Source: an optimization exercise on an open RTL-to-GDS flow (aim: small area). Production flows keep margins and buffers that such runs may drop. In this exercise RTL edits were held to simulation tests only and were not proved equivalent to the original. Power figures rest on the tool's default switching activity, not on a simulated workload.

### design/flow/design.v
module hex2physical(
    input logic [4:0] hex,
    output logic [7:0] cathodes
    );
    logic [7:0] n_cathodes;
    logic CA, CB, CC, CD, CE, CF, CG, DP;
    assign n_cathodes[7] = CA;
    assign n_cathodes[6] = CB;
    assign n_cathodes[5] = CC;
    assign n_cathodes[4] = CD;
    assign n_cathodes[3] = CE;
    assign n_cathodes[2] = CF;
    assign n_cathodes[1] = CG;
    assign n_cathodes[0] = DP;
    assign cathodes =  ~ n_cathodes;  
    always_comb begin  
        CA = 0;
        CB = 0;
        CC = 0; 
        CD = 0;  
        CE = 0; 
        CF = 0; 
        CG = 0; 
        DP = 0;
        case(hex)
            5'b10000: begin  
                CA = 1;
                CB = 1;
                CC = 1; 
                CD = 1;  
                CE = 1; 
                CF = 1; 
            end
            5'b10001: begin  
                CB = 1;
                CC = 1;
            end
            5'b10010: begin
                CA = 1;
                CB = 1;
                CD = 1;  
                CE = 1; 
                CG = 1;
            end
            5'b10011: begin
                CA = 1;
                CB = 1;
                CC = 1; 
                CD = 1;  
                CG = 1;
            end
            5'b10100: begin
                CB = 1;
                CC = 1; 
                CF = 1; 
                CG = 1;
            end
            5'b10101: begin
                CA = 1;
                CC = 1; 
                CD = 1;  
                CF = 1; 
                CG = 1;
            end
            5'b10110: begin
                CA = 1;
                CC = 1; 
                CD = 1;  
                CE = 1; 
                CF = 1; 
                CG = 1;
            end
            5'b10111: begin
                CA = 1;
                CB = 1;
                CC = 1; 
            end
            5'b11000: begin
                CA = 1;
                CB = 1;
                CC = 1; 
                CD = 1;  
                CE = 1; 
                CF = 1; 
                CG = 1;
            end
            5'b11001: begin
                CA = 1;
                CB = 1;
                CC = 1; 
                CD = 1;  
                CF = 1; 
                CG = 1;
            end
            5'b11010: begin 
                CA = 1;
                CB = 1;
                CC = 1; 
                CE = 1; 
                CF = 1; 
                CG = 1;
            end
            5'b11011: begin  
                CC = 1; 
                CD = 1;  
                CE = 1; 
                CF = 1; 
                CG = 1;
            end
            5'b11100: begin  
                CA = 1;
                CD = 1;  
                CE = 1; 
                CF = 1; 
            end
            5'b11101: begin  
                CB = 1;
                CC = 1; 
                CD = 1;  
                CE = 1; 
                CG = 1;
            end
            5'b11110: begin  
                CA = 1;
                CD = 1;  
                CE = 1; 
                CF = 1; 
                CG = 1;
            end
            5'b11111: begin  
                CA = 1;
                CE = 1; 
                CF = 1; 
                CG = 1;
            end
            default: begin
            end
        endcase
    end
endmodule
module simple_timer # (
    parameter logic [31:0] timer_start
    )(
        input logic clk,
        input logic rst,
        output logic timer_overflow
    );
logic [31:0] timer_count;
logic rst_timer;
always_ff @( posedge clk ) begin 
    if(rst) begin
        timer_count <= timer_start;
    end
    else begin      
        if (rst_timer) begin
            timer_count <= timer_start;
        end else begin
            timer_count <= timer_count -1;
        end
    end
end
always_comb begin
    timer_overflow = 0;
    rst_timer = 0;
    if (timer_count == 0) begin
        timer_overflow = 1;
        rst_timer = 1;
    end
end
endmodule
module scrolling_timer (
    input logic clk,
    input logic rst,
    input logic cnt_start,
    output logic cnt_done,
    input logic [31:0] cnt_value
);
logic [31:0] timer_count_q;
logic counting;
always_ff @( posedge clk ) begin 
    if(rst) begin
        timer_count_q <= 0;
        counting <= 0;
    end
    else begin 
        if(cnt_start)   begin
            timer_count_q <= cnt_value;
            counting <= 1;
        end  
        else begin
            if(timer_count_q > 0)
            begin
                timer_count_q <= timer_count_q - 1;
            end
            else begin
                counting <= 0;
                timer_count_q <= 0;
            end
        end
    end
end
always_comb begin 
    cnt_done = 0;
    if(timer_count_q == 0 && counting) begin
        cnt_done = 1;
    end
end
endmodule
module scrolling_buffer_adv #(BUFFER_SIZE = 16) (
    input logic clk,
    input logic rst,
    input logic buffer_clear,
    input logic buffer_write,
    input logic [4:0] buffer_data,
    input logic next_char,
    output logic [4:0] hex_char
);
    localparam ADDR_WIDTH = $clog2(BUFFER_SIZE);
    logic [BUFFER_SIZE-1:0][4:0] buffer;
    logic signed [ADDR_WIDTH:0] ptr_last;
    logic [ADDR_WIDTH-1:0] ptr_read;
    logic [ADDR_WIDTH-1:0] ptr_write;
    always_ff @(posedge clk) begin
        if(rst) begin
            ptr_last <= -1;
            ptr_read <= 0;
            ptr_write <= 0;
            buffer <= '0;
        end
        else if (buffer_clear) begin
            ptr_last <= -1;
            ptr_read <= 0;
            ptr_write <= 0;
        end
        else begin
            if(buffer_write) begin
                buffer[ptr_write] <= buffer_data;
                if (ptr_last < BUFFER_SIZE - 1) begin
                    ptr_last <= ptr_last + 1;
                end
                ptr_write <= (ptr_write == BUFFER_SIZE - 1) ? 4'd0 : ptr_write + 1;
            end
            if(next_char) begin
                if(ptr_last == -1) begin 
                    hex_char <= 5'b10000;
                end 
                else if(ptr_last < 7) begin  
                    if(ptr_read <= ptr_last) begin
                        hex_char <= buffer[ptr_read];
                        ptr_read <= ptr_read + 1;
                    end
                    else begin  
                        if (ptr_read < 8) begin
                            hex_char <= 5'b10000;
                            ptr_read <= (ptr_read == 7) ? 4'd0 : ptr_read + 1;
                        end 
                    end
                end
                else begin
                    hex_char <= buffer[ptr_read];
                    ptr_read <= (ptr_read == ptr_last) ? 4'd0 : ptr_read + 1;
                end
            end
            else begin
                hex_char <= 5'b10000;
            end
        end
    end
endmodule
module scrolling_controller(
    input logic clk,
    input logic rst,
    input logic on_off,
    output logic cnt_start,
    input logic cnt_done,
    output logic next_char,
    input logic [4:0] hex_char,
    output logic [3:0] seg_data,
    output logic seg_off,
    output logic seg_shift,
    output logic seg_write,
    output logic seg_clear
);
typedef enum { OFF, UPDATE, WAIT } STATE;
STATE state_q, state_d;
always_ff @( posedge clk ) begin 
    if(rst) begin
        state_q <= OFF;
    end
    else begin
        state_q <= state_d;
    end
end
always_comb begin 
    state_d = state_q;
    cnt_start = '0;
    next_char = '0;
    seg_data = '0;
    seg_off = '0;
    seg_shift = '0;
    seg_write = '0;
    seg_clear = '0;
    case (state_q)
        OFF: begin
            if(rst) begin
                state_d = OFF;
                seg_clear = 1;
            end
            else if(on_off == 0) begin
                state_d = OFF;
            end
            else begin  
                state_d = UPDATE;
                cnt_start = '1;
                next_char = '1;
                seg_data = hex_char[3:0];
                seg_off = hex_char[4];
                seg_shift = '1;
                seg_write = '1;
            end
        end
        UPDATE: begin
            if (on_off) begin
                state_d = OFF;
                seg_clear = '1;
            end
            else begin
                state_d = WAIT;
                seg_data = hex_char[3:0];
                seg_off = hex_char[4];
                seg_shift = '1;
                seg_write = '1;
            end
        end
        WAIT: begin
            if (on_off) begin
                state_d = OFF;
                seg_clear = '1;
            end
            else if (cnt_done) begin
                state_d = UPDATE;
                cnt_start = '1;
                next_char = '1;
            end
            else begin
                state_d = WAIT;
            end
        end 
    endcase
end
endmodule
module seven_segment_display_warmup4#(
    parameter int CLK_FREQ = 100,  
    parameter int REFRESH_RATE = 100  
)(
    input logic clk,
    input logic rst,
    input logic [3:0] seg_data,
    input logic seg_off,
    input logic seg_shift,
    input logic seg_write,
    input logic seg_clear,
    output logic [7:0] anodes,
    output logic [7:0] cathodes
);
    logic timer_overflow;
    logic [1:0][31:0] reg_data_o;
    logic [7:0] anode;
    logic [7:0] hex_val;
    assign hex_val = {'0, ~seg_off, seg_data};
    assign anodes = ~ anode;
    logic [4:0] hex_d;
    hex2physical hex2physical_inst(
        .hex(hex_d),  
        .cathodes(cathodes)
   );
    localparam int REFRESH_PERIOD = CLK_FREQ * 1000000 / REFRESH_RATE;  
    localparam int LOW_TIME = REFRESH_PERIOD / 8;  
    simple_timer  # (LOW_TIME) simple_timer_inst(
        .clk(clk),
        .rst(rst),
        .timer_overflow(timer_overflow)
    );
    always_ff @(posedge clk) begin
        if(rst) begin
            reg_data_o[0] <= '0;
            reg_data_o[1] <= '0;
        end
        else begin
            if(seg_clear) begin
                reg_data_o[0] <= '0;
                reg_data_o[1] <= '0;
            end
            else if(seg_write && seg_shift) begin
                reg_data_o[1] <= {hex_val, reg_data_o[1][31:8]};
                reg_data_o[0] <= {reg_data_o[1][7:0], reg_data_o[0][31:8]};
            end
            else if(seg_write) begin
                reg_data_o[1] <= {hex_val, reg_data_o[1][23:0]};
                reg_data_o[0] <= reg_data_o[0];
            end
            else if(seg_shift) begin
                reg_data_o[1] <= {8'b0, reg_data_o[1][31:8]};
                reg_data_o[0] <= {reg_data_o[1][7:0], reg_data_o[0][31:8]};
            end
        end
    end
    logic [2:0] turn;
    logic [7:0] anode_d;
    always_ff @(posedge clk) begin
        if (rst) begin
            anode <= '0;
            turn <= '0;
        end
        else begin
            anode <= anode_d;
            if(timer_overflow) begin
                turn <= (turn +1);  
            end
        end
    end
    always_comb begin 
        hex_d = '0;
        anode_d = anode;
        case(turn)
            0: begin
                hex_d = reg_data_o[0][4:0];
                anode_d = 8'b00000001;
            end
            1: begin
                hex_d = reg_data_o[0][12:8];
                anode_d = 8'b00000010;
            end
            2: begin
                hex_d = reg_data_o[0][20:16];
                anode_d = 8'b00000100;
            end
            3: begin
                hex_d = reg_data_o[0][28:24];
                anode_d = 8'b00001000;
            end
            4: begin
                hex_d = reg_data_o[1][4:0];
                anode_d = 8'b00010000;
            end
            5: begin
                hex_d = reg_data_o[1][12:8];
                anode_d = 8'b00100000;
            end
            6: begin
                hex_d = reg_data_o[1][20:16];
                anode_d = 8'b01000000;
            end
            7: begin
                hex_d = reg_data_o[1][28:24];
                anode_d = 8'b10000000;
            end
        endcase
    end
endmodule
module db_reg_intf #(
    parameter N_WORDS=1,
    parameter logic [31:0] base_addr = 32'h1 << $clog2(N_WORDS),  
    parameter logic [31:0] addr_mask = base_addr-1,  
    parameter logic [N_WORDS*32-1:0] reg_init = '0
) (
    input logic clk,
    input logic rst,
    output logic [N_WORDS-1:0] [31:0] reg_data_o,
    input logic [N_WORDS-1:0] [31:0] reg_data_i,
    output logic reg_read_o,
    input logic new_data_i,
    input  logic        dslv_req,
    input  logic [31:0] dslv_addr,
    input  logic        dslv_we,
    input  logic [ 3:0] dslv_be,
    input  logic [31:0] dslv_wdata,
    output logic        dslv_gnt,
    output logic        dslv_rvalid,
    output logic        dslv_err,
    output logic [31:0] dslv_rdata,
    output logic [31:0] dslv_conf_base_addr,
    output logic [31:0] dslv_conf_addr_mask
);
    typedef enum { IDLE, ACCESS, BUSY, BUSY_ACCESS } ACCESS_STATE;
    ACCESS_STATE state_q, state_d;
    logic [N_WORDS-1:0][31:0] reg_data_q, reg_data_d;
    logic [31:0]rdata_q, rdata_d;
    logic reg_read_o_d;
    logic [31:0] address;
    assign address = (dslv_addr & ~addr_mask) >> 2;  
    assign reg_data_o = reg_data_q;
    assign dslv_err = 1'b0;
    assign dslv_conf_base_addr = base_addr;
    assign dslv_conf_addr_mask = addr_mask;
    always_comb begin
        state_d = state_q;
        case (state_q)
            IDLE: begin
                if(new_data_i) begin
                    if(dslv_req && ~dslv_we)begin
                        state_d = BUSY_ACCESS;  
                    end
                    else begin
                        state_d = BUSY;  
                    end
                end
                else if(dslv_req) begin  
                    state_d = ACCESS;
                end
            end
            BUSY: begin
                if(new_data_i && (dslv_req && ~dslv_we)) begin  
                    state_d = BUSY_ACCESS;
                end
                else if(!new_data_i) begin
                    if(dslv_req) begin  
                        state_d = ACCESS;
                    end
                    else begin
                        state_d = IDLE;
                    end
                end
            end
            ACCESS:begin
                if(new_data_i) begin
                    if(dslv_req && ~dslv_we)begin
                        state_d = BUSY_ACCESS;  
                    end
                    else begin
                        state_d = BUSY;  
                    end
                end
                else if(!dslv_req) begin
                    state_d = IDLE;
                end
            end
            BUSY_ACCESS:begin
                if (~new_data_i) begin
                    if(dslv_req) begin
                        state_d = ACCESS;
                    end
                    else begin
                        state_d = IDLE;
                    end
                end
                else begin
                    if(!(dslv_req && ~dslv_we)) begin
                        state_d = BUSY;
                    end
                end
            end
        endcase
    end
    always_ff @(posedge clk) begin
        if (rst) state_q <= IDLE;
        else state_q <= state_d;
    end
    logic [31:0]wdata_wire;
    genvar i;
    for (i=0; i<4; i++) begin
        assign wdata_wire[i*8+:8] = (dslv_be[i]==1'b1)? dslv_wdata[i*8+:8] : reg_data_q[address][i*8+:8];
    end
    always_comb begin
        reg_data_d = reg_data_q;
        dslv_gnt = 1'b0;
        dslv_rvalid = 1'b0;
        reg_read_o_d = 1'b0;
        rdata_d = '0;
        case (state_q)
            IDLE: begin
                dslv_rvalid = 0;
                if(new_data_i) begin
                    reg_data_d = reg_data_i;
                end
                else if(dslv_req && dslv_we && ~new_data_i) begin  
                    dslv_gnt = 1'b1;
                    reg_data_d[address] = wdata_wire;
                end
                if(dslv_req && ~dslv_we) begin  
                    dslv_gnt = 1'b1;
                    rdata_d = reg_data_q[address];
                    reg_read_o_d = 1'b1;
                end          
            end
            ACCESS: begin
                dslv_rvalid = 1'b1;
                if(new_data_i) begin
                    reg_data_d = reg_data_i;
                end
                if(dslv_req && dslv_we && ~new_data_i) begin      
                    dslv_gnt = 1'b1;
                    reg_data_d[address] = wdata_wire;
                end 
                if (dslv_req && ~dslv_we) begin          
                    dslv_gnt = 1'b1;
                    rdata_d = reg_data_q[address];
                    reg_read_o_d = 1'b1;
                end
            end
            BUSY: begin
                if(new_data_i) begin  
                    reg_data_d = reg_data_i;
                end
                else if(dslv_req && dslv_we && ~new_data_i) begin  
                    dslv_gnt = 1'b1;
                    reg_data_d[address] = wdata_wire;
                end
                if(dslv_req && ~dslv_we) begin  
                    dslv_gnt = 1'b1;
                    rdata_d = reg_data_q[address];
                    reg_read_o_d = 1'b1;
                end  
            end
            BUSY_ACCESS:begin
                dslv_rvalid = 1'b1;
                if(new_data_i) begin  
                    reg_data_d = reg_data_i;
                end
                else if(dslv_req && dslv_we && ~new_data_i) begin  
                    dslv_gnt = 1'b1;
                    reg_data_d[address] = wdata_wire;
                end
                if(dslv_req && ~dslv_we) begin  
                    dslv_gnt = 1'b1;
                    rdata_d = reg_data_q[address];
                    reg_read_o_d = 1'b1;
                end  
            end
        endcase
    end
    always_ff @(posedge clk) begin
        if (rst) begin
            reg_data_q <= reg_init;
            rdata_q <= '0;
            reg_read_o <= 1'b0;
        end else begin
            reg_data_q <= reg_data_d;
            rdata_q <= rdata_d;
            reg_read_o <= reg_read_o_d;
        end
    end
    assign dslv_rdata = rdata_q;
endmodule
module db_reg_intf_simple #(
	parameter logic [31:0] base_addr = 32'h000F0000,
	parameter logic [31:0] addr_mask = 32'h003FFFFF,
	parameter logic [31:0] reg_init  = '0
	) (
	input  logic clk,
	input  logic rst,
	output logic [31:0] reg_data_o,
	input  logic        dslv_req,
	input  logic [31:0] dslv_addr,
	input  logic        dslv_we,
	input  logic [ 3:0] dslv_be,
	input  logic [31:0] dslv_wdata,
	output logic        dslv_gnt,
	output logic        dslv_rvalid,
	output logic        dslv_err,
	output logic [31:0] dslv_rdata,
	output logic [31:0] dslv_conf_base_addr,
	output logic [31:0] dslv_conf_addr_mask
	);
	typedef enum { IDLE, ACCESS } ACCESS_STATE;
	ACCESS_STATE state_q, state_d;
	logic [31:0] reg_data_q, reg_data_d;
	assign reg_data_o = reg_data_q;
	assign dslv_err = 1'b0;
	assign dslv_rdata = reg_data_q;  
	assign dslv_conf_base_addr = base_addr;
	assign dslv_conf_addr_mask = addr_mask;
	always_comb begin: mem2dslv_fsm
		reg_data_d = reg_data_q;
		dslv_gnt = 0;
		dslv_rvalid = 0;
		state_d = state_q;
        case (state_q)
            IDLE: begin
				dslv_rvalid = 0;
                if(dslv_req) begin
					dslv_gnt = 1'b1;
					if (dslv_we)   
						reg_data_d = dslv_wdata;					
					state_d  = ACCESS;
				end else begin
					dslv_gnt = 1'b0;
					state_d  = IDLE;
				end
            end
            ACCESS: begin
				dslv_rvalid = 1'b1;
				if(dslv_req) begin      
					dslv_gnt = 1'b1;
					state_d  = ACCESS;
					if (dslv_we)
						reg_data_d = dslv_wdata;
				end else begin          
					dslv_gnt = 1'b0;
					state_d  = IDLE;
				end
            end
		endcase
    end
	always_ff @(posedge clk) begin: fsm_regs
		if (rst) begin
			state_q <= IDLE;
			reg_data_q <= reg_init;
		end else begin
			state_q <= state_d;
			reg_data_q <= reg_data_d;
		end
	end
endmodule
module io_led #(
    parameter logic [31:0] base_addr = 32'h000F0000,
    parameter logic [31:0] addr_mask = 32'h003FFFFF
) (
    input  logic clk, 
    input  logic rst, 
    output logic [7:0] led, 
    input  logic        dslv_req,
    input  logic [31:0] dslv_addr,
    input  logic        dslv_we,
    input  logic [ 3:0] dslv_be,
    input  logic [31:0] dslv_wdata,
    output logic        dslv_gnt,
    output logic        dslv_rvalid,
    output logic        dslv_err,
    output logic [31:0] dslv_rdata,
    output logic [31:0] dslv_conf_base_addr,
    output logic [31:0] dslv_conf_addr_mask
);
    logic [31:0] data;
    db_reg_intf_simple #(
        .base_addr(base_addr),
        .addr_mask(addr_mask),
        .reg_init(32'h0000000f)
    ) db_reg_intf_inst(
        .clk(clk),
        .rst(rst),
        .reg_data_o(data),
        .dslv_req(dslv_req), .dslv_addr(dslv_addr), .dslv_we(dslv_we), .dslv_be(dslv_be),
        .dslv_wdata(dslv_wdata), .dslv_gnt(dslv_gnt), .dslv_rvalid(dslv_rvalid), .dslv_err(dslv_err),
        .dslv_rdata(dslv_rdata), .dslv_conf_base_addr(dslv_conf_base_addr), .dslv_conf_addr_mask(dslv_conf_addr_mask)
    );
    assign led = data[7:0];
endmodule
module io_sw #(
    parameter logic [31:0] base_addr = 32'h000F0010,
    parameter logic [31:0] addr_mask = 32'h003FFFF8
) (
    input  logic clk,
    input  logic rst,
    input logic [4:0] buttons,
    input logic [15:0] switches,
    output logic irq,
    input  logic        dslv_req,
    input  logic [31:0] dslv_addr,
    input  logic        dslv_we,
    input  logic [ 3:0] dslv_be,
    input  logic [31:0] dslv_wdata,
    output logic        dslv_gnt,
    output logic        dslv_rvalid,
    output logic        dslv_err,
    output logic [31:0] dslv_rdata,
    output logic [31:0] dslv_conf_base_addr,
    output logic [31:0] dslv_conf_addr_mask
);
localparam N_WORDS = 2;  
logic [N_WORDS-1:0][31:0] reg_data_o;  
logic [N_WORDS-1:0][31:0] reg_data_i;  
logic new_data_i;
logic read_ocur;
db_reg_intf #(
    .N_WORDS(N_WORDS),
    .base_addr(base_addr),
    .addr_mask(addr_mask),
    .reg_init('0)
) db_reg_intf_inst (
    .clk(clk),
    .rst(rst),
    .reg_data_o(reg_data_o),
    .reg_data_i(reg_data_i),
    .reg_read_o(read_ocur),
    .new_data_i(new_data_i),
    .dslv_req(dslv_req), .dslv_addr(dslv_addr), .dslv_we(dslv_we), .dslv_be(dslv_be),
    .dslv_wdata(dslv_wdata), .dslv_gnt(dslv_gnt), .dslv_rvalid(dslv_rvalid), .dslv_err(dslv_err),
    .dslv_rdata(dslv_rdata), .dslv_conf_base_addr(dslv_conf_base_addr), .dslv_conf_addr_mask(dslv_conf_addr_mask)
);
    logic pressed;
    assign pressed = |buttons;
    always_ff @(posedge clk) begin
        if(rst) begin
            irq <= 1'b0;
        end
        else begin
            if(pressed && ~irq) irq <= 1'b1;
            else if (irq && read_ocur) irq <= 1'b0;
        end
    end
assign new_data_i = pressed && ~irq;
assign reg_data_i[1] = {27'b0, buttons};
assign reg_data_i[0] = {16'b0, switches};
endmodule
module scrolling_top #(
    parameter logic [31:0] base_addr = 32'h000F0040,
    parameter logic [31:0] addr_mask = 32'h003FFFF0,
    parameter int CLK_FREQ = 100,  
    parameter int SEVEN_SEGMENT_REFRESH_RATE = 100,  
    parameter BUFFER_SIZE = 16
)
(
    input logic clk,  
    input logic rst,  
    input  logic        dslv_req,
    input  logic [31:0] dslv_addr,
    input  logic        dslv_we,
    input  logic [ 3:0] dslv_be,
    input  logic [31:0] dslv_wdata,
    output logic        dslv_gnt,
    output logic        dslv_rvalid,
    output logic        dslv_err,
    output logic [31:0] dslv_rdata,
    output logic [31:0] dslv_conf_base_addr,
    output logic [31:0] dslv_conf_addr_mask,
    output logic [7:0] cathodes,
    output logic [7:0] AN
);
logic cnt_start, cnt_done;
logic [31:0]cnt_value;
scrolling_timer scrolling_timer_inst(
    .clk(clk),
    .rst(rst),
    .cnt_start(cnt_start),
    .cnt_done(cnt_done),
    .cnt_value(cnt_value)
);
logic buffer_clear;
logic buffer_write;
logic [4:0] buffer_data;
logic next_char;
logic [4:0] hex_char;
scrolling_buffer_adv #(
        .BUFFER_SIZE(BUFFER_SIZE)) 
    scrolling_buffer_inst (
    .clk(clk),
    .rst(rst),
    .buffer_clear(buffer_clear),
    .buffer_write(buffer_write),
    .buffer_data(buffer_data),
    .next_char(next_char),
    .hex_char(hex_char)
);
logic on_off;
logic [3:0] seg_data;
logic seg_off;
logic seg_shift;
logic seg_write;
logic seg_clear;
scrolling_controller scrolling_controller_inst(
    .clk(clk),
    .rst(rst),
    .on_off(on_off),
    .cnt_start(cnt_start),
    .cnt_done(cnt_done),
    .next_char(next_char),
    .hex_char(hex_char),
    .seg_data(seg_data),
    .seg_off(seg_off),
    .seg_shift(seg_shift),
    .seg_write(seg_write),
    .seg_clear(seg_clear)
);
seven_segment_display_warmup4 #(
        .CLK_FREQ(CLK_FREQ),  
        .REFRESH_RATE(SEVEN_SEGMENT_REFRESH_RATE)  
    )seven_segment_display_inst(
    .clk(clk),
    .rst(rst),
    .seg_data(seg_data),
    .seg_off(seg_off),
    .seg_shift(seg_shift),
    .seg_write(seg_write),
    .seg_clear(seg_clear),
    .anodes(AN),
    .cathodes(cathodes)
);
localparam N_WORDS = 2;  
logic [N_WORDS-1:0][31:0] reg_data_o;  
logic [N_WORDS-1:0][31:0] reg_data_i;  
logic reg_read_o;
logic new_data_i;
db_reg_intf #(
    .N_WORDS(N_WORDS),
    .base_addr(base_addr),
    .addr_mask(addr_mask),
    .reg_init('0)
)db_reg_intf_inst(
    .clk(clk),
    .rst(rst),
    .reg_data_o(reg_data_o),
    .reg_data_i(reg_data_i),
    .reg_read_o(reg_read_o),
    .new_data_i(new_data_i),
    .dslv_req(dslv_req), .dslv_addr(dslv_addr), .dslv_we(dslv_we), .dslv_be(dslv_be),
    .dslv_wdata(dslv_wdata), .dslv_gnt(dslv_gnt), .dslv_rvalid(dslv_rvalid), .dslv_err(dslv_err),
    .dslv_rdata(dslv_rdata), .dslv_conf_base_addr(dslv_conf_base_addr), .dslv_conf_addr_mask(dslv_conf_addr_mask)
);
logic [31:0] control_reg_val;
assign control_reg_val = reg_data_o[0];
assign cnt_value    = reg_data_o[1];
assign buffer_write = control_reg_val[24];
assign buffer_clear = control_reg_val[8];
assign buffer_data  = control_reg_val[20:16];
assign on_off       = control_reg_val[0];
assign new_data_i = (buffer_write || buffer_clear || on_off);
assign reg_data_i[1] = reg_data_o[1];
assign reg_data_i[0] = '0;
endmodule
module data_interconnect #(
    parameter int NSLV = 3,
    parameter logic [NSLV-1:0] SLV_MASK_VECTOR = '1
) (
    input logic clk,
    input logic rst,
    input  logic        mst_req,
    input  logic [31:0] mst_addr,
    input  logic        mst_we,
    input  logic [ 3:0] mst_be,
    input  logic [31:0] mst_wdata,
    output logic        mst_gnt,
    output logic        mst_rvalid,
    output logic        mst_err,
    output logic [31:0] mst_rdata,
    output logic [NSLV-1:0]        slv_req,
    output logic [NSLV-1:0][31:0]  slv_addr,
    output logic [NSLV-1:0]        slv_we,
    output logic [NSLV-1:0][ 3:0]  slv_be,
    output logic [NSLV-1:0][31:0]  slv_wdata,
    input  logic [NSLV-1:0]        slv_gnt,
    input  logic [NSLV-1:0]        slv_rvalid,
    input  logic [NSLV-1:0]        slv_err,
    input  logic [NSLV-1:0][31:0]  slv_rdata,
    input  logic [NSLV-1:0][31:0]  slv_conf_base_addr,
    input  logic [NSLV-1:0][31:0]  slv_conf_addr_mask
);
    typedef enum { IDLE, ACCESS } BUS_STATE;
    BUS_STATE state_q, state_d;
    logic [NSLV-1:0] slave_select;
    logic [NSLV-1:0] slave_resp_select_d, slave_resp_select_q;
    logic        mgnt_req;
	logic [31:0] mgnt_addr;
	logic        mgnt_we;
	logic [ 3:0] mgnt_be;
	logic [31:0] mgnt_wdata;
	logic        ssel_gnt;
	logic        ssel_rvalid;
	logic        ssel_err;
	logic [31:0] ssel_rdata;
    always_comb begin
        for (int i = 0; i < NSLV; i++) begin
            slave_select[i] = (((slv_conf_base_addr[i] ^ mgnt_addr) & slv_conf_addr_mask[i]) == 0) & SLV_MASK_VECTOR[i] & mgnt_req & (state_q == IDLE);
        end
    end
    always_comb begin: slave_mux_gnt
        ssel_gnt = 0;
        for (int i = 0; i < NSLV; i++)
            if (slave_select[i] == 1) begin
                ssel_gnt = slv_gnt[i];
            end
    end
    always_comb begin: slave_mux_rest
        ssel_rvalid = 0;
        ssel_err = 0;
        ssel_rdata = '0;
        for (int i = 0; i < NSLV; i++)
            if (slave_resp_select_q[i] == 1) begin
                ssel_rvalid = slv_rvalid [i];
                ssel_err    = slv_err    [i];
                ssel_rdata  = slv_rdata  [i];
            end
    end
    assign mgnt_req   = mst_req;
    assign mgnt_addr  = mst_addr;
    assign mgnt_we    = mst_we;
    assign mgnt_be    = mst_be;
    assign mgnt_wdata = mst_wdata;
    always_comb begin: slave_demux
        for (int i = 0; i < NSLV; i++)
            if (slave_select[i] == 1) begin
                slv_req   [i] = mgnt_req;
                slv_addr  [i] = mgnt_addr;
                slv_we    [i] = mgnt_we;
                slv_be    [i] = mgnt_be;
                slv_wdata [i] = mgnt_wdata;
            end else begin
                slv_req   [i] =  0;
                slv_addr  [i] = '0;
                slv_we    [i] =  0;
                slv_be    [i] =  0;
                slv_wdata [i] = '0;
            end
    end
    assign mst_gnt    = ssel_gnt;
    assign mst_rvalid = ssel_rvalid;
    assign mst_err    = ssel_err;
    assign mst_rdata  = ssel_rdata;
    always_ff @(posedge clk) begin: registers
        if(rst == 1) begin
            slave_resp_select_q <= '0;
            state_q <= IDLE;
        end else begin
            slave_resp_select_q <= slave_resp_select_d;
            state_q <= state_d;
        end
    end
    always_comb begin: slave_resp_fsm
        slave_resp_select_d = slave_resp_select_q;
        state_d = state_q;
        case (state_q)
            IDLE: begin                                  
                if(ssel_gnt) begin                       
                    state_d  = ACCESS;
                    slave_resp_select_d = slave_select;  
                end else begin
                    state_d  = IDLE;
                    slave_resp_select_d = '0;            
                end
            end
            ACCESS: begin                                    
                if(ssel_rvalid) begin                        
                    if(ssel_gnt) begin                       
                        state_d  = ACCESS;
                        slave_resp_select_d = slave_select;  
                    end else begin
                        state_d  = IDLE;
                        slave_resp_select_d = '0;            
                    end
                end else begin                                   
                    slave_resp_select_d = slave_resp_select_q;   
                    state_d  = ACCESS;
                end
            end
        endcase    
    end
endmodule
module periph_soc #(
    parameter int CLK_FREQ = 100,                   
    parameter int SEVEN_SEGMENT_REFRESH_RATE = 100,  
    parameter int SCROLLING_SCREEN_BUFFER_SIZE = 16
) (
    input  logic        clk,
    input  logic        rst,         
    input  logic        req,
    input  logic [31:0] addr,
    input  logic        we,
    input  logic [ 3:0] be,
    input  logic [31:0] wdata,
    output logic        gnt,
    output logic        rvalid,
    output logic        err,
    output logic [31:0] rdata,
    input  logic [ 4:0] btn,
    input  logic [15:0] sw,
    output logic [ 7:0] led,
    output logic [ 7:0] cathodes,
    output logic [ 7:0] AN,
    output logic        sw_irq
);
    localparam int NSLV = 3;
    localparam int S_LED = 0;
    localparam int S_SW = 1;
    localparam int S_SCROLL = 2;
    logic [NSLV-1:0]        slv_req;
    logic [NSLV-1:0][31:0]  slv_addr;
    logic [NSLV-1:0]        slv_we;
    logic [NSLV-1:0][ 3:0]  slv_be;
    logic [NSLV-1:0][31:0]  slv_wdata;
    logic [NSLV-1:0]        slv_gnt;
    logic [NSLV-1:0]        slv_rvalid;
    logic [NSLV-1:0]        slv_err;
    logic [NSLV-1:0][31:0]  slv_rdata;
    logic [NSLV-1:0][31:0]  slv_conf_base_addr;
    logic [NSLV-1:0][31:0]  slv_conf_addr_mask;
    data_interconnect #(
        .NSLV(NSLV),
        .SLV_MASK_VECTOR(3'b111)
    ) dicn_inst (
        .clk(clk),
        .rst(rst),
        .mst_req(req), .mst_addr(addr), .mst_we(we), .mst_be(be), .mst_wdata(wdata),
        .mst_gnt(gnt), .mst_rvalid(rvalid), .mst_err(err), .mst_rdata(rdata),
        .slv_req(slv_req), .slv_addr(slv_addr), .slv_we(slv_we), .slv_be(slv_be),
        .slv_wdata(slv_wdata), .slv_gnt(slv_gnt), .slv_rvalid(slv_rvalid), .slv_err(slv_err),
        .slv_rdata(slv_rdata), .slv_conf_base_addr(slv_conf_base_addr),
        .slv_conf_addr_mask(slv_conf_addr_mask)
    );
    io_led #(
        .base_addr(32'h000F0000),
        .addr_mask(32'h003FFFFF)
    ) led_inst (
        .clk(clk),
        .rst(rst),
        .led(led),
        .dslv_req(slv_req[S_LED]), .dslv_addr(slv_addr[S_LED]), .dslv_we(slv_we[S_LED]),
        .dslv_be(slv_be[S_LED]), .dslv_wdata(slv_wdata[S_LED]), .dslv_gnt(slv_gnt[S_LED]),
        .dslv_rvalid(slv_rvalid[S_LED]), .dslv_err(slv_err[S_LED]), .dslv_rdata(slv_rdata[S_LED]),
        .dslv_conf_base_addr(slv_conf_base_addr[S_LED]), .dslv_conf_addr_mask(slv_conf_addr_mask[S_LED])
    );
    io_sw #(
        .base_addr(32'h000F0010),
        .addr_mask(32'h003FFFF8)
    ) sw_inst (
        .clk(clk),
        .rst(rst),
        .buttons(btn),
        .switches(sw),
        .irq(sw_irq),
        .dslv_req(slv_req[S_SW]), .dslv_addr(slv_addr[S_SW]), .dslv_we(slv_we[S_SW]),
        .dslv_be(slv_be[S_SW]), .dslv_wdata(slv_wdata[S_SW]), .dslv_gnt(slv_gnt[S_SW]),
        .dslv_rvalid(slv_rvalid[S_SW]), .dslv_err(slv_err[S_SW]), .dslv_rdata(slv_rdata[S_SW]),
        .dslv_conf_base_addr(slv_conf_base_addr[S_SW]), .dslv_conf_addr_mask(slv_conf_addr_mask[S_SW])
    );
    scrolling_top #(
        .base_addr(32'h000F0040),
        .addr_mask(32'h003FFFF0),
        .CLK_FREQ(CLK_FREQ),
        .SEVEN_SEGMENT_REFRESH_RATE(SEVEN_SEGMENT_REFRESH_RATE),
        .BUFFER_SIZE(SCROLLING_SCREEN_BUFFER_SIZE)
    ) scrolling_display_inst (
        .clk(clk),
        .rst(rst),
        .dslv_req(slv_req[S_SCROLL]), .dslv_addr(slv_addr[S_SCROLL]), .dslv_we(slv_we[S_SCROLL]),
        .dslv_be(slv_be[S_SCROLL]), .dslv_wdata(slv_wdata[S_SCROLL]), .dslv_gnt(slv_gnt[S_SCROLL]),
        .dslv_rvalid(slv_rvalid[S_SCROLL]), .dslv_err(slv_err[S_SCROLL]), .dslv_rdata(slv_rdata[S_SCROLL]),
        .dslv_conf_base_addr(slv_conf_base_addr[S_SCROLL]), .dslv_conf_addr_mask(slv_conf_addr_mask[S_SCROLL]),
        .cathodes(cathodes),
        .AN(AN)
    );
endmodule
### design/flow/run.sh
#!/bin/bash
# synth_recipe.tcl (not shown) runs the flow's synth.tcl, then flattens the netlist and writes it again
# the make line also repeats each setting of config.mk as NAME=value (left out here)
make -C /OpenROAD-flow-scripts/flow DESIGN_CONFIG=/design/flow/config.mk WORK_HOME=/design/flow/orfs CLKGATE_MAP_FILE= SYNTH_SCRIPT=/design/flow/synth_recipe.tcl finish
### design/flow/config.mk
export PLATFORM = sky130hd
export DESIGN_NAME = periph_soc
export DESIGN_NICKNAME = periph_soc
export VERILOG_FILES = /design/flow/design.v
export SDC_FILE = /design/flow/constraint.sdc
export NUM_CORES = 4
export LEC_CHECK = 0
export CAP_MARGIN = 20
export CORE_MARGIN = 2
export CORE_UTILIZATION = 40
export PLACE_DENSITY = 0.6
export SLEW_MARGIN = 20
### design/flow/constraint.sdc
create_clock -name core_clock -period 10.0 [get_ports {clk}]
set_input_delay 2.0000 -clock core_clock [delete_from_list [all_inputs] [get_ports {clk}]]
set_output_delay 2.0000 -clock core_clock [all_outputs]
set_load 0.01 [all_outputs]
==> summary.txt <==
fin util=a little under half; Post-Synthesis Cells=~2500; sequential fraction of the synthesis area=42.9%; largest net degree at the start of global routing=between 80 and 90; Worst Hold Depth=2; synth warn=11; gr usage total=22.6%; vias in the first global route=18200; FF-to-FF Start=dicn_inst.state_q[0]; Final Total Pwr=approximately 3.8 mW; Die Y=234 um; worst hold path class=reg -> reg; Storage cell area=approximately 9100 um2; final slew viol count=0; RSZ-0062 raised after global routing=no; clk latency of the worst-skew pair=0.60 ns; DR iter-0 viols=approximately 1700; Die X=between 200 and 250 um; via count=19100; Max Cap Viol=0; CP max FO=18; fin nets=around 2700; post_cts resized=0; busiest grt layer=met2; post-synthesis register bit count=between 400 and 500; fin cells=~3300; clk sinks=450; Worst Hold Launch=led_inst.db_reg_intf_inst.reg_data_q[17]; Post-Syn Nets=around 2600; met3 Track Usage GR=3.56%; GR Util met1=30.4%; CTS tree=done; Starting Density=about 40%; Mapped Area=about 21000 um2; R2R Setup Slk=between 6 and 7 ns; R2R cell count=10; Cell Count Post-Placement=3191; fin crit period=between 6 and 7 ns; Primary FF master, synth=dfxtp_1; Leak Pwr=between 8 and 9 nW; asr flop ratio synth=0%; Fill cells=slightly below 5000; drt total wl=roughly 62 mm; fmax=roughly 150 MHz; setup bufs post-CTS=0; Final ANT Viol Nets=0; met2 usage=roughly 37%; syn_area_per_cell=8.39 um2; Setup-failing EPs final=0; EDFF count, synth=5; DIE AREA=~55000 um2; HPWL Detailed=around 42 mm; clock tree buffer depth=3; Worst-Margin Slew=1.12 ns; # diodes=0; outcome=timing/DRC/antenna clean; H-tree levels=2; via-per-instance ratio=between 5 and 6; WP data required=roughly 8.0 ns; Hold Path Sink=led_inst.db_reg_intf_inst.reg_data_q[17]; Slew headroom=between 20% and 30%; row cnt=between 80 and 90; most frequent cells in the layout=518 x nand2_1, 443 x dfxtp_1, 209 x nor2_1, 161 x a21oi_1, 146 x clkdlybuf4s50_1; leading cell type in the layout, fill and taps excluded=nand2_1; GRT overflow=0; Setup TNS=0 ns; clock buffer count from CTS=about 50; PwrDens=approximately 160 nW/um2; I/O pin count=approximately 150; Core Area=52400 um2; CP endpoint kind=primary output; wire length of the first global-routing pass=~100 mm; drt pass-1 iters=5; initial antenna violation count=2; area occupied by multi-input gates=~11000 um2; skew final=about 0.032 ns; IO buf count=between 100 and 150; VDD IR max=about 0.00013 V; WL per Instance=19.0 um; layout cell share with drive strength beyond 1=~8.9%; count of cell types in the netlist=87; Layout area overhead=16.4%; RD Place Congestion=0.883; final hold vios=0; Design Area, Final=24600 um2; # hold bufs at CTS=0; crit start category=flip-flop; crit path DAT=roughly 5 ns; DP Area=approximately 23000 um2; Worst Path Class, Setup=reg -> out; DRC viols=0; clk slew on worst S/H paths=around 0.060 ns; post-route clock period utilization=between 60% and 70%; root buffer cell=clkbuf_16
where the power goes:
group	internal, mW	total [mW]	leakage (nW)	switching (mW)
Sequential	1.81	1.82	3.64	0.0114
Clock	1.09	1.86	0.821	0.764
Combinational	0.0632	0.162	3.93	0.0992
Total	2.97	3.84	8.39	0.875
final cells by class:
type / instances / area share [%]
inverter: 43 / 0.656
tap: 688 / 3.50
clock buffer: 71 / 5.77
clock inverter: 19 / 0.925
timing repair buffer: 175 / 6.82
multi-input combinational: 1835 / 45.5
sequential: 450 / 36.8
cell families (layout without fill, tap and decap cells):
group                    after synthesis  in the layout  synth area share (%)
XOR/XNOR                              61             61                  2.60
other                                  2              2                0.0355
AND/OR/NAND/NOR                      966            966                  20.4
adder cells (fa/ha/maj)               30             30                  1.78
multiplexers                          69             69                  4.08
AO/OA/AOI/OAI                        707            707                  23.5
buffers and inverters                234            308                  4.75
flip-flops                           450            450                  42.9
per-stage QoR:
step	hold slack (ns)	setup WS (ns)
after floorplan	0.423	4.61
after global placement	0.437	3.37
after detailed placement	0.443	3.38
after CTS	0.451	3.06
after global routing	0.467	2.73
final	0.451	3.11
worst max-delay path, stage by stage, from the launching register on:
cell,delay (ns)
dfxtp_1,0.74
inv_1,0.19
ha_1,0.35
or4_1,0.60
or2_2,0.40
o22ai_1,0.45
inv_1,0.16
ha_1,0.26
or3b_2,0.47
o221ai_1,0.09
nand2_1,0.08
clkdlybuf4s50_1,0.52
sequential cells by signal (all words and copies together), names as in the netlist, 5 cells and up, named ones only:
signal                                                        count
scrolling_display_inst.scrolling_buffer_inst.hex_char             5
scrolling_display_inst.scrolling_buffer_inst.buffer              80
sw_inst.db_reg_intf_inst.reg_data_q                              64
scrolling_display_inst.seven_segment_display_inst.anode           8
scrolling_display_inst.scrolling_buffer_inst.ptr_last             5
scrolling_display_inst.db_reg_intf_inst.rdata_q                  32
scrolling_display_inst.seven_segment_display_inst.reg_data_o     40
scrolling_display_inst.db_reg_intf_inst.reg_data_q               64
scrolling_display_inst.scrolling_timer_inst.timer_count_q        32
led_inst.db_reg_intf_inst.reg_data_q                             32
sw_inst.db_reg_intf_inst.rdata_q                                 32
cells in the mapped netlist (32+ instances only):
| cell type | count | area [um2] |
|---|---|---|
| a22oi_1 | 135 | 1010 |
| a211oi_1 | 32 | 240 |
| nand2_1 | 519 | 1950 |
| clkbuf_1 | 138 | 518 |
| a22o_1 | 62 | 543 |
| mux2i_1 | 48 | 480 |
| o22ai_1 | 32 | 200 |
| o21ai_0 | 79 | 395 |
| nor2_1 | 213 | 800 |
| o21ai_1 | 50 | 250 |
| xnor2_1 | 40 | 350 |
| dfxtp_1 | 445 | 8910 |
| inv_1 | 39 | 146 |
| nand3_1 | 38 | 190 |
| a21oi_1 | 162 | 811 |
routing by layer:
layer | vias up | routed length (um)
li1 | 9028 | -
met1 | 9297 | 27900
met2 | 617 | 29400
met3 | 115 | 3650
met4 | 0 | 1600
met5 | - | 0
worst max path at each step:
| stage | slack [ns] | to | depth (start not counted) |
|---|---|---|---|
| global route | 2.73 | cathodes[7] | 11 |
| global placement | 3.37 | gnt | 7 |
| CTS | 3.06 | cathodes[7] | 11 |
| finish | 3.11 | cathodes[7] | 11 |
| detailed placement | 3.38 | gnt | 7 |
| floorplan | 4.61 | gnt | 5 |

-- afterwards: timing with drivers on the ports --
In the flow no input, the clock included, has a driving cell. The finished layout below was timed again as built, in two steps.
Step 1 assumes that a clkbuf_16 drives the clock port and a buf_2 every other input.
Step 2 adds t to the input delays and takes it off the output delays; t is the mean of the earliest and latest rising clock arrival at the registers after step 1. Input paths then give back, and output paths get back, about the clock's delay inside the block.
Three values: ideal, step 1, step 2; two values: the first two.
t, ns: 0.647
setup WS [ns]: 3.113 / 3.055 / 3.261
worst setup path at the end: input to output
latest minus earliest clock arrival (ns): 0.039 / 0.039
slew at the worst register clock pin (ns): 0.07 / 0.07
After both steps setup and hold are still met in this run. For this run, drivers alone change the setup slack by -0.058 ns; drivers and shift together by +0.148 ns.
